What follows belongs to an exercise in optimizing a design on an open flow for small area; a production flow would make more cautious choices. The RTL was checked by simulation tests, not by an equivalence proof against the original design.

==> try-maple <==
==> flow/design.v <==
`timescale 1ns / 1ps
module aiso(clk, rst, rst_s);
   input  clk, rst;
	output rst_s;
   reg    qMeta, qOk;
   always @ (posedge clk or posedge rst)
      if (rst)	{qMeta, qOk} <= {1'b0, 1'b0};
         else	{qMeta, qOk} <= {1'b1, qMeta};
	assign rst_s = ~qOk;
endmodule
`timescale 1ns / 1ps
module vga(clk_100MHz, rst, hsync, vsync, hc, vc, h_cell, v_cell);
   input        clk_100MHz, rst;
   output       hsync, vsync;
   output [9:0] hc, vc;
   output       h_cell, v_cell;
   reg [1:0] count;
   reg [9:0] hc, vc;
   reg       hsync, vsync;
   function [9:0] inc10(input [9:0] x, input cin);
      integer i; reg c;
      begin
         c = cin;
         for (i = 0; i < 10; i = i + 1) begin
            inc10[i] = x[i] ^ c;
            c = c & x[i];
         end
      end
   endfunction
   wire tick = count[1] & ~count[0];    
   wire h_end = hc[9] & hc[8] & hc[4] & hc[3] & hc[2] & hc[1] & hc[0];    
   wire v_end = vc[9] & vc[3] & vc[2];                                    
   wire h_wrap = tick & h_end;
   wire v_wrap = h_wrap & v_end;
   wire [9:0] hc_inc = inc10(hc, tick);
   wire [9:0] vc_inc = inc10(vc, h_wrap);
   always @(posedge clk_100MHz) begin
      count <= rst ? 2'd0 : {count[0], ~count[1]};
      hc <= (rst | h_wrap) ? 10'd0 : hc_inc;
      vc <= (rst | v_wrap) ? 10'd0 : vc_inc;
   end
   wire h_sync = hc[9] & ~hc[8] & hc[7] & (hc[6] | hc[5] | hc[4]) &
                 ~(hc[6] & hc[5] & hc[4]);
   wire v_sync = ~vc[9] & vc[8] & vc[7] & vc[6] & vc[5] & ~vc[4] & vc[3] &
                 ~vc[2] & vc[1];
   always @(posedge clk_100MHz or posedge rst)
      if (rst) begin
         hsync <= 1'b0;
         vsync <= 1'b0;
      end else begin
         hsync <= ~h_sync;
         vsync <= ~v_sync;
      end
   assign h_cell = tick & hc[2] & hc[1] & hc[0];
   assign v_cell = h_wrap & vc[2] & vc[1] & vc[0];
endmodule
`timescale 1ns / 1ps
module vga_animate(clk, rst, sw, hc, vc, h_cell, v_cell, rgb);
   input         clk, rst;
   input  [1:0]  sw;
   input  [9:0]  hc, vc;
   input         h_cell, v_cell;
   output [11:0] rgb;
   reg [8:0] X;
   reg [7:0] Y;
   reg [6:0] P, W;
   reg       xfast, xneg, yneg;
   reg       mx, my;
   function [7:0] sub7(input [6:0] x, input [6:0] y);
      integer i; reg c;
      begin
         c = 1'b0;
         for (i = 0; i < 7; i = i + 1) begin
            sub7[i] = x[i] ^ y[i] ^ c;
            c = (~x[i] & y[i]) | (~(x[i] ^ y[i]) & c);
         end
         sub7[7] = c;
      end
   endfunction
   function [8:0] step9(input [8:0] x, input en, input down);
      integer i; reg c;
      begin
         c = en;
         for (i = 0; i < 9; i = i + 1) begin
            step9[i] = x[i] ^ c;
            c = c & (x[i] ^ down);
         end
      end
   endfunction
   function [7:0] step8(input [7:0] x, input en, input down);
      integer i; reg c;
      begin
         c = en;
         for (i = 0; i < 8; i = i + 1) begin
            step8[i] = x[i] ^ c;
            c = c & (x[i] ^ down);
         end
      end
   endfunction
   function [6:0] step7(input [6:0] x, input en, input down);
      integer i; reg c;
      begin
         c = en;
         for (i = 0; i < 7; i = i + 1) begin
            step7[i] = x[i] ^ c;
            c = c & (x[i] ^ down);
         end
      end
   endfunction
   function in18(input [7:0] d);
      in18 = ~d[7] & ~d[6] & ~d[5] & ~(d[4] & (d[3] | d[2] | d[1]));
   endfunction
   wire h_zero = ~|hc;
   wire refr = h_zero & vc[8] & vc[7] & vc[6] & vc[5] & ~vc[4] & ~vc[3] &
               ~vc[2] & ~vc[1] & vc[0];
   wire video = ~h_zero & (~hc[9] | (~hc[8] & (~hc[7] | ~|hc[6:0]))) &
                ~vc[9] & ~(vc[8] & vc[7] & vc[6] & vc[5]);
   wire gameover = X[8] & X[5] & X[4] & X[3] & X[2] & ~X[1] & ~X[0];
   wire ywrap = &Y;                    
   wire at_top = ~|Y[7:0];
   wire at_bottom = Y[7] & Y[6] & Y[5] & ~Y[4] & Y[3] & Y[2] &
                    (Y[1] | Y[0]);
   wire [6:0] qa = video ? vc[8:2] : Y[7:1];
   wire [6:0] qb = (video & ~hc[9]) ? W : P;
   wire [7:0] qo = sub7(qa, qb);
   wire in_q = in18(qo);
   wire [7:0] kw = sub7(Y[7:1], W);
   wire kw_ov = (kw[7] & (&kw[6:1]) & (kw[0] | Y[0])) | in18(kw);
   wire kp_ov = (qo[7] & (&qo[6:1]) & (qo[0] | Y[0])) | in_q;
   wire x_wall = ~X[8] & ~X[7] & ~X[6] & ~X[5] & ~X[4] & X[3] & X[2] & (X[1] ^ X[0]);  
   wire x_pad  = X[8] & ~X[7] & ~X[6] & X[5] & ~X[4] & X[3] & ~X[2] & (X[1] ^ X[0]);   
   wire hit_wall = ~ywrap & x_wall & kw_ov;
   wire hit_pad  = ~video & ~ywrap & x_pad & kp_ov;
   wire w_bot = W[6] & W[5] & ~W[4] & ~W[3] & W[2] & ~W[1] & W[0];        
   wire p_bot = P[6] & P[5] & ~P[4] & ~P[3] & P[2] & ~P[1] & P[0];
   wire w_down = refr & ~ywrap & ~kw[7] & (kw[6] | kw[5] | kw[4]) & ~w_bot;
   wire w_up   = refr & ~ywrap & (kw[7] | (~Y[0] & ~|kw[6:0])) & |W[6:1];
   wire p_down = refr & sw[1] & ~p_bot;
   wire p_up   = refr & sw[0] & |P[6:1];
   reg [8:0] x_nxt;
   reg       xc;
   integer   i;
   always @(*) begin
      x_nxt[0] = X[0] ^ (refr & ~xfast);
      xc = refr & (xfast | (X[0] ^ xneg));
      for (i = 1; i < 9; i = i + 1) begin
         x_nxt[i] = X[i] ^ xc;
         xc = xc & (X[i] ^ xneg);
      end
   end
   wire [7:0] y_nxt = step8(Y, refr, yneg);
   wire [6:0] p_nxt = step7(P, p_down | p_up, ~p_down);
   wire [6:0] w_nxt = step7(W, w_down | w_up, ~w_down);
   always @(posedge clk) begin
      X <= (rst | gameover) ? 9'd18 : x_nxt;
      Y <= (rst | gameover) ? 8'd0 : y_nxt;
      P <= rst ? 7'd0 : p_nxt;
      W <= rst ? 7'd0 : w_nxt;
   end
   always @(posedge clk)
      if (rst) begin
         xfast <= 1'b1;
         xneg <= 1'b0;
         yneg <= 1'b0;
      end else begin
         if (at_top) yneg <= 1'b0;
         else if (at_bottom) yneg <= 1'b1;
         else if (hit_wall) begin xfast <= 1'b0; xneg <= 1'b0; end
         else if (hit_pad) begin xfast <= 1'b0; xneg <= 1'b1; end
      end
   wire ex = ~|(hc[9:3] ^ X[8:2]);
   wire ey = ~|(vc[9:3] ^ {1'b0, Y[7:2]});
   always @(posedge clk) begin
      if (rst) mx <= 1'b0; else if (h_cell) mx <= ex;
      if (rst) my <= 1'b0; else if (v_cell) my <= ey;
   end
   wire ltx = (~hc[2] & X[1]) | (~(hc[2] ^ X[1]) & ((~hc[1] & X[0]) | (~(hc[1] ^ X[0]) & ~hc[0])));
   wire lty = (~vc[2] & Y[1]) | (~(vc[2] ^ Y[1]) & ~vc[1] & Y[0]);
   wire bx_on = ltx ? mx : ex;
   wire by_on = lty ? my : ey;
   wire ball = bx_on & by_on;
   wire h_lo = |hc[2:0] & (~hc[2] | ~|hc[1:0]);
   wire paddle = hc[9] & ~hc[8] & ~hc[7] & hc[6] & ~hc[5] & hc[4] & hc[3] & h_lo & in_q;
   wire wall = ~hc[9] & ~hc[8] & ~hc[7] & ~hc[6] & hc[5] & ~hc[4] & ~hc[3] & h_lo & in_q;
   assign rgb = ~video ? 12'h000 :
                ball   ? 12'h888 :
                paddle ? 12'h093 :
                wall   ? 12'hF8C : 12'hF77;
endmodule
`timescale 1ns / 1ps
module top_level(clk_100MHz, rst, sw, hsync, vsync, rgb);
   input         clk_100MHz, rst;
   input  [1:0]  sw;
   output        hsync, vsync;
   output [11:0] rgb;
   wire          rst_s, h_cell, v_cell;
   wire   [9:0]  hc, vc;
   aiso AISO(.clk(clk_100MHz), .rst(rst), .rst_s(rst_s));
   vga VGA(.clk_100MHz(clk_100MHz), .rst(rst_s), .hsync(hsync),
           .vsync(vsync), .hc(hc), .vc(vc), .h_cell(h_cell), .v_cell(v_cell));
   vga_animate PX_ANIMATE(.clk(clk_100MHz), .rst(rst_s), .sw(sw),
                          .hc(hc), .vc(vc), .h_cell(h_cell),
                          .v_cell(v_cell), .rgb(rgb));
endmodule
==> flow/flow/run.sh <==
#!/bin/bash
# Layout flow: the standard ORFS flow (standard.sh), unchanged except
# that the input and output port buffers use the smallest buffer cell,
# sky130_fd_sc_hd__buf_1, instead of the default clkdlybuf4s50_1.
# make's full output goes to flow_make.log in this folder; ORFS keeps each
# step's own log under orfs/logs/.
set -euo pipefail
bash standard.sh finish "BUFFER_PORTS_ARGS=-buffer_cell sky130_fd_sc_hd__buf_1" > flow_make.log 2>&1
==> flow/standard.sh <==
#!/bin/bash
# synth_recipe.tcl (not shown) runs the flow's synth.tcl, then flattens the netlist and writes it again
# the make line also repeats each setting of config.mk as NAME=value (left out here)
make -C /OpenROAD-flow-scripts/flow DESIGN_CONFIG=/design/flow/config.mk WORK_HOME=/design/flow/orfs CLKGATE_MAP_FILE= SYNTH_SCRIPT=/design/flow/synth_recipe.tcl "${@:-finish}"
==> flow/config.mk <==
export PLATFORM = sky130hd
export DESIGN_NAME = top_level
export DESIGN_NICKNAME = top_level
export VERILOG_FILES = /design/flow/design.v
export SDC_FILE = /design/flow/constraint.sdc
export NUM_CORES = 4
export LEC_CHECK = 0
export ABC_AREA = 1
export ABC_CLOCK_PERIOD_IN_PS = 10000
export CAP_MARGIN = 20
export CORE_MARGIN = 2
export CORE_UTILIZATION = 55
export CTS_BUF_LIST = sky130_fd_sc_hd__clkbuf_4
export SLEW_MARGIN = 20
==> flow/constraint.sdc <==
create_clock -name core_clock -period 10.0 [get_ports {clk_100MHz}]
set_input_delay 2.0000 -clock core_clock [delete_from_list [all_inputs] [get_ports {clk_100MHz}]]
set_output_delay 2.0000 -clock core_clock [all_outputs]
set_load 0.01 [all_outputs]
==> inputs of try-xenon, as changes to try-maple <==
==> flow/flow/run.sh (replaced) <==
#!/bin/bash
# Layout flow: the standard ORFS flow (standard.sh), with three changes:
#  - synthesis runs synth.tcl here, which is synth_recipe.tcl with only ABC's
#    mapping call replaced (area scripts in abc/, the smallest result kept),
#    and without ORFS's adder extraction (ADDER_MAP_FILE empty);
#  - the input and output port buffers use sky130_fd_sc_hd__buf_1;
#  - clock tree synthesis uses clkbuf_4 and inserts no dummy loads.
# make's full output goes to flow_make.log in this folder; each ORFS step
# keeps its own log under orfs/logs/.
set -euo pipefail
here=$(cd "$(dirname "$0")" && pwd)
export MY_ABC_DIR="$here/abc"
export FLOW_SYNTH_TCL="$PWD/synth_recipe.tcl"
bash standard.sh finish "SYNTH_SCRIPT=$here/synth.tcl" "ADDER_MAP_FILE=" \
  "BUFFER_PORTS_ARGS=-buffer_cell sky130_fd_sc_hd__buf_1" \
  "CTS_ARGS=-sink_clustering_enable -repair_clock_nets -buf_list sky130_fd_sc_hd__clkbuf_16 -dont_use_dummy_load -sink_clustering_size 64 -sink_clustering_max_diameter 500" \
  > flow_make.log 2>&1
==> flow/flow/abc/a0.abc (new file) <==
strash
dch -f
amap
topo
==> flow/flow/abc/a1.abc (new file) <==
strash
dch -f
amap -F 20 -A 40
topo
==> flow/flow/abc/b1.abc (new file) <==
strash
&get -n
&deepsyn -T 20 -S 1
&put
dch -f
amap
topo
==> flow/flow/abc/b2.abc (new file) <==
strash
&get -n
&deepsyn -T 20 -S 2
&put
dch -f
amap
topo
==> flow/flow/abc/b3.abc (new file) <==
strash
&get -n
&deepsyn -T 20 -S 3
&put
dch -f
amap
topo
==> flow/flow/abc/b4.abc (new file) <==
strash
&get -n
&deepsyn -T 20 -S 4
&put
dch -f
amap
topo
==> flow/flow/abc/c5.abc (new file) <==
strash
&get -n
&deepsyn -T 20 -S 5
&put
dch -f
amap -F 20 -A 40
topo
==> flow/flow/abc/c6.abc (new file) <==
strash
&get -n
&deepsyn -T 20 -S 6
&put
dch -f
amap -F 20 -A 40
topo
==> flow/flow/synth.tcl (new file) <==
# Synthesis: the standard synthesis script (synth_recipe.tcl, which runs
# ORFS's synth.tcl with -nofsm -noshare, then flattens and renames), with
# only ABC's technology-mapping call changed: the combinational logic is
# mapped for area with several deep-synthesis seeds, and the smallest
# result is kept. Registers are mapped before this call and are unchanged.
proc abc {args} {
  set i [lsearch -exact $args -script]
  set lib [lindex $args [expr { [lsearch -exact $args -liberty] + 1 }]]
  set best -1
  yosys design -save abc_in
  foreach script [lsort [glob $::env(MY_ABC_DIR)/*.abc]] {
    yosys design -load abc_in
    yosys abc {*}[lreplace $args $i [expr { $i + 1 }] -script $script]
    yosys tee -q -o $::env(RESULTS_DIR)/abc_try.txt stat -liberty $lib
    set f [open $::env(RESULTS_DIR)/abc_try.txt]
    set txt [read $f]
    close $f
    regexp {Chip area for module '[^']*': ([0-9.]+)} $txt -> area
    puts "abc script [file tail $script]: area $area"
    if { $best < 0 || $area < $best } {
      set best $area
      yosys design -save abc_best
    }
  }
  yosys design -load abc_best
  puts "abc: kept area $best"
}
source $::env(FLOW_SYNTH_TCL)
==> inputs of try-onyx, as changes to try-maple <==
--- a/flow/design.v
+++ b/flow/design.v
@@ -125,7 +125,7 @@
    wire [7:0] qo = sub7(qa, qb);
    wire in_q = in18(qo);
    wire [7:0] kw = sub7(Y[7:1], W);
-   wire kw_ov = (kw[7] & (&kw[6:1]) & (kw[0] | Y[0])) | in18(kw);
+   wire kw_ov = (kw[7] & (&kw[6:1]) & (kw[0] | Y[0])) | (~kw[7] & ~(kw[4] & kw[1]));
    wire kp_ov = (qo[7] & (&qo[6:1]) & (qo[0] | Y[0])) | in_q;
    wire x_wall = ~X[8] & ~X[7] & ~X[6] & ~X[5] & ~X[4] & X[3] & X[2] & (X[1] ^ X[0]);  
    wire x_pad  = X[8] & ~X[7] & ~X[6] & X[5] & ~X[4] & X[3] & ~X[2] & (X[1] ^ X[0]);   
@@ -133,7 +133,7 @@
    wire hit_pad  = ~video & ~ywrap & x_pad & kp_ov;
    wire w_bot = W[6] & W[5] & ~W[4] & ~W[3] & W[2] & ~W[1] & W[0];        
    wire p_bot = P[6] & P[5] & ~P[4] & ~P[3] & P[2] & ~P[1] & P[0];
-   wire w_down = refr & ~ywrap & ~kw[7] & (kw[6] | kw[5] | kw[4]) & ~w_bot;
+   wire w_down = refr & ~ywrap & ~kw[7] & kw[4] & ~w_bot;
    wire w_up   = refr & ~ywrap & (kw[7] | (~Y[0] & ~|kw[6:0])) & |W[6:1];
    wire p_down = refr & sw[1] & ~p_bot;
    wire p_up   = refr & sw[0] & |P[6:1];
==> flow/flow/run.sh (replaced) <==
#!/bin/bash
# Layout flow: the standard ORFS flow (standard.sh), with three changes:
#  - synthesis runs synth.tcl here, which is synth_recipe.tcl with only ABC's
#    mapping call replaced (area scripts in abc/, the smallest result kept),
#    and without ORFS's adder extraction (ADDER_MAP_FILE empty);
#  - the input and output port buffers use sky130_fd_sc_hd__buf_1;
#  - clock tree synthesis uses clkbuf_4 and inserts no dummy loads.
# make's full output goes to flow_make.log in this folder; each ORFS step
# keeps its own log under orfs/logs/.
set -euo pipefail
here=$(cd "$(dirname "$0")" && pwd)
export MY_ABC_DIR="$here/abc"
export FLOW_SYNTH_TCL="$PWD/synth_recipe.tcl"
bash standard.sh finish "SYNTH_SCRIPT=$here/synth.tcl" "ADDER_MAP_FILE=" \
  "BUFFER_PORTS_ARGS=-buffer_cell sky130_fd_sc_hd__buf_1" \
  "CTS_ARGS=-sink_clustering_enable -repair_clock_nets -buf_list sky130_fd_sc_hd__clkbuf_8 -dont_use_dummy_load -sink_clustering_size 32 -sink_buffer_max_cap_derate 2.0" \
  > flow_make.log 2>&1
==> flow/flow/abc/a0.abc (new file) <==
strash
dch -f
amap
topo
==> flow/flow/abc/a1.abc (new file) <==
strash
dch -f
amap -F 20 -A 40
topo
==> flow/flow/synth.tcl (new file) <==
# Synthesis: the standard synthesis script (synth_recipe.tcl, which runs
# ORFS's synth.tcl with -nofsm -noshare, then flattens and renames), with
# only ABC's technology-mapping call changed: the combinational logic is
# mapped for area with several deep-synthesis seeds, and the smallest
# result is kept. Registers are mapped before this call and are unchanged.
proc abc {args} {
  set i [lsearch -exact $args -script]
  set lib [lindex $args [expr { [lsearch -exact $args -liberty] + 1 }]]
  set best -1
  yosys design -save abc_in
  foreach script [lsort [glob $::env(MY_ABC_DIR)/*.abc]] {
    yosys design -load abc_in
    yosys abc {*}[lreplace $args $i [expr { $i + 1 }] -script $script]
    yosys tee -q -o $::env(RESULTS_DIR)/abc_try.txt stat -liberty $lib
    set f [open $::env(RESULTS_DIR)/abc_try.txt]
    set txt [read $f]
    close $f
    regexp {Chip area for module '[^']*': ([0-9.]+)} $txt -> area
    puts "abc script [file tail $script]: area $area"
    if { $best < 0 || $area < $best } {
      set best $area
      yosys design -save abc_best
    }
  }
  yosys design -load abc_best
  puts "abc: kept area $best"
}
source $::env(FLOW_SYNTH_TCL)
==> inputs of try-lagoon, as changes to try-maple <==
--- a/flow/design.v
+++ b/flow/design.v
@@ -27,7 +27,7 @@
          end
       end
    endfunction
-   wire tick = count[1] & ~count[0];    
+   wire tick = count[1] & count[0];
    wire h_end = hc[9] & hc[8] & hc[4] & hc[3] & hc[2] & hc[1] & hc[0];    
    wire v_end = vc[9] & vc[3] & vc[2];                                    
    wire h_wrap = tick & h_end;
@@ -35,7 +35,7 @@
    wire [9:0] hc_inc = inc10(hc, tick);
    wire [9:0] vc_inc = inc10(vc, h_wrap);
    always @(posedge clk_100MHz) begin
-      count <= rst ? 2'd0 : {count[0], ~count[1]};
+      count <= rst ? 2'd0 : {count[1] ^ count[0], ~count[0]};
       hc <= (rst | h_wrap) ? 10'd0 : hc_inc;
       vc <= (rst | v_wrap) ? 10'd0 : vc_inc;
    end
@@ -61,8 +61,7 @@
    input  [9:0]  hc, vc;
    input         h_cell, v_cell;
    output [11:0] rgb;
-   reg [8:0] X;
-   reg [7:0] Y;
+   reg [8:0] X, Y;
    reg [6:0] P, W;
    reg       xfast, xneg, yneg;
    reg       mx, my;
@@ -87,16 +86,6 @@
          end
       end
    endfunction
-   function [7:0] step8(input [7:0] x, input en, input down);
-      integer i; reg c;
-      begin
-         c = en;
-         for (i = 0; i < 8; i = i + 1) begin
-            step8[i] = x[i] ^ c;
-            c = c & (x[i] ^ down);
-         end
-      end
-   endfunction
    function [6:0] step7(input [6:0] x, input en, input down);
       integer i; reg c;
       begin
@@ -116,9 +105,9 @@
    wire video = ~h_zero & (~hc[9] | (~hc[8] & (~hc[7] | ~|hc[6:0]))) &
                 ~vc[9] & ~(vc[8] & vc[7] & vc[6] & vc[5]);
    wire gameover = X[8] & X[5] & X[4] & X[3] & X[2] & ~X[1] & ~X[0];
-   wire ywrap = &Y;                    
+   wire ywrap = Y[8];                  
    wire at_top = ~|Y[7:0];
-   wire at_bottom = Y[7] & Y[6] & Y[5] & ~Y[4] & Y[3] & Y[2] &
+   wire at_bottom = ~ywrap & Y[7] & Y[6] & Y[5] & ~Y[4] & Y[3] & Y[2] &
                     (Y[1] | Y[0]);
    wire [6:0] qa = video ? vc[8:2] : Y[7:1];
    wire [6:0] qb = (video & ~hc[9]) ? W : P;
@@ -148,12 +137,12 @@
          xc = xc & (X[i] ^ xneg);
       end
    end
-   wire [7:0] y_nxt = step8(Y, refr, yneg);
+   wire [8:0] y_nxt = step9(Y, refr, yneg);
    wire [6:0] p_nxt = step7(P, p_down | p_up, ~p_down);
    wire [6:0] w_nxt = step7(W, w_down | w_up, ~w_down);
    always @(posedge clk) begin
       X <= (rst | gameover) ? 9'd18 : x_nxt;
-      Y <= (rst | gameover) ? 8'd0 : y_nxt;
+      Y <= (rst | gameover) ? 9'd0 : y_nxt;
       P <= rst ? 7'd0 : p_nxt;
       W <= rst ? 7'd0 : w_nxt;
    end
==> flow/run.sh (new file) <==
#!/bin/bash
# synth_recipe.tcl (not shown) runs the flow's synth.tcl, then flattens the netlist and writes it again
# the make line also repeats each setting of config.mk as NAME=value (left out here)
make -C /OpenROAD-flow-scripts/flow DESIGN_CONFIG=/design/flow/config.mk WORK_HOME=/design/flow/orfs CLKGATE_MAP_FILE= SYNTH_SCRIPT=/design/flow/synth_recipe.tcl finish
--- a/flow/config.mk
+++ b/flow/config.mk
@@ -10,5 +10,7 @@
 export CAP_MARGIN = 20
 export CORE_MARGIN = 2
 export CORE_UTILIZATION = 55
-export CTS_BUF_LIST = sky130_fd_sc_hd__clkbuf_4
+export CTS_BUF_LIST = sky130_fd_sc_hd__clkbuf_8
+export CTS_CLUSTER_DIAMETER = 200
+export CTS_CLUSTER_SIZE = 64
 export SLEW_MARGIN = 20
removed: flow/flow/run.sh
removed: flow/standard.sh
==> results.txt <==
Placement:
- Once placement finished, the instance area stood at 0.00372 mm^2.
- The placed instance count is 599.

Synthesis:
- The synthesized design devotes to its leading area cell type 32.4% of total area.
- After synthesis the netlist holds a flip-flop and latch count of 62.
- The netlist area before placement is 0.00358 mm^2.

Status:
- The first error in the log reads "[ERROR CTS-0109] sink_buffer_max_cap_derate needs to be between 0 and 1.0".
- The terminating stage of the flow is 4_1_cts.
- The run stopped with a tool error.
[end of results for try-onyx]
==> results.txt <==
Status:
- The run finished with no timing, DRC or antenna violations.

Synthesis:
- The netlist area before placement is 0.00352 mm^2.
- The share of synthesized area in the top cell type comes to approximately a third.
- In this run, synthesis produced a sequential element count of 62.

Placement:
- The placement-stage cell area is roughly 0.0036 mm^2.
- The routability-driven placement congestion ratio is roughly 0.9.
- The placed instance count is roughly 590.

GRT:
- For this run, the total global-route usage over all layers was measured as 27.7%.
- The most used routing layer in global routing is met2.

STA:
- Setup violations remaining at the end of the flow were counted as 0.
[end of results for try-xenon]
==> results.txt <==
Placement:
- The placed instance count is 708.
- In this run the cell area measured after placement is 0.00430 mm^2.

Synthesis:
- The post-synthesis sequential element count is 62.
- The fraction of synthesized cell area taken by the top area cell type is between 20% and 30%.
- The netlist area before placement is roughly 0.0042 mm^2.

Worst setup path:
- STA classifies the critical path endpoint as a primary output.

Status:
- The flow ran to the end and the layout has no timing, DRC or antenna violations.
[end of results for try-maple]
==> results.txt <==
Synthesis:
- The post-synthesis sequential element count is 63.
- Summed over its instances, the top area cell type makes up 27.5% of the synthesized netlist area.

Placement:
- The placed instance count is between 700 and 800.
- The placement-stage cell area is 0.00451 mm^2.

Status:
- The flow ran to the end and the layout has no timing, DRC or antenna violations.
[end of results for try-lagoon]

## port drivers added, routing unchanged
The flow's constraints put no driver on any port. The routed layouts listed below were extracted and timed again, unchanged, in two steps.
Step 1, drivers: a clkbuf_16 drives clk_100MHz and a buf_2 each remaining input, both assumed.
Step 2, shift: input delay + t, output delay - t, t = (earliest + latest rising clock arrival at the registers) / 2. This alone moves slack from input paths to output paths.
a / b / c = ideal / step 1 / step 2; a / b = the first two.
run	shift t [ns]	slack for setup (ns)	hold slack, ns	latest minus earliest clock arrival (ns)	worst slew at a driven data input, ns
try-maple	0.435	2.739 / 2.708 / 3.143	0.307 / 0.307 / 0.307	0.017 / 0.016	0.03
try-xenon	0.357	1.736 / 1.701 / 2.058	0.150 / 0.150 / 0.150	0.010 / 0.010	0.03
try-lagoon	0.361	2.192 / 2.165 / 2.526	0.308 / 0.308 / 0.308	0.011 / 0.011	0.03
After both steps every run listed still meets setup and hold.
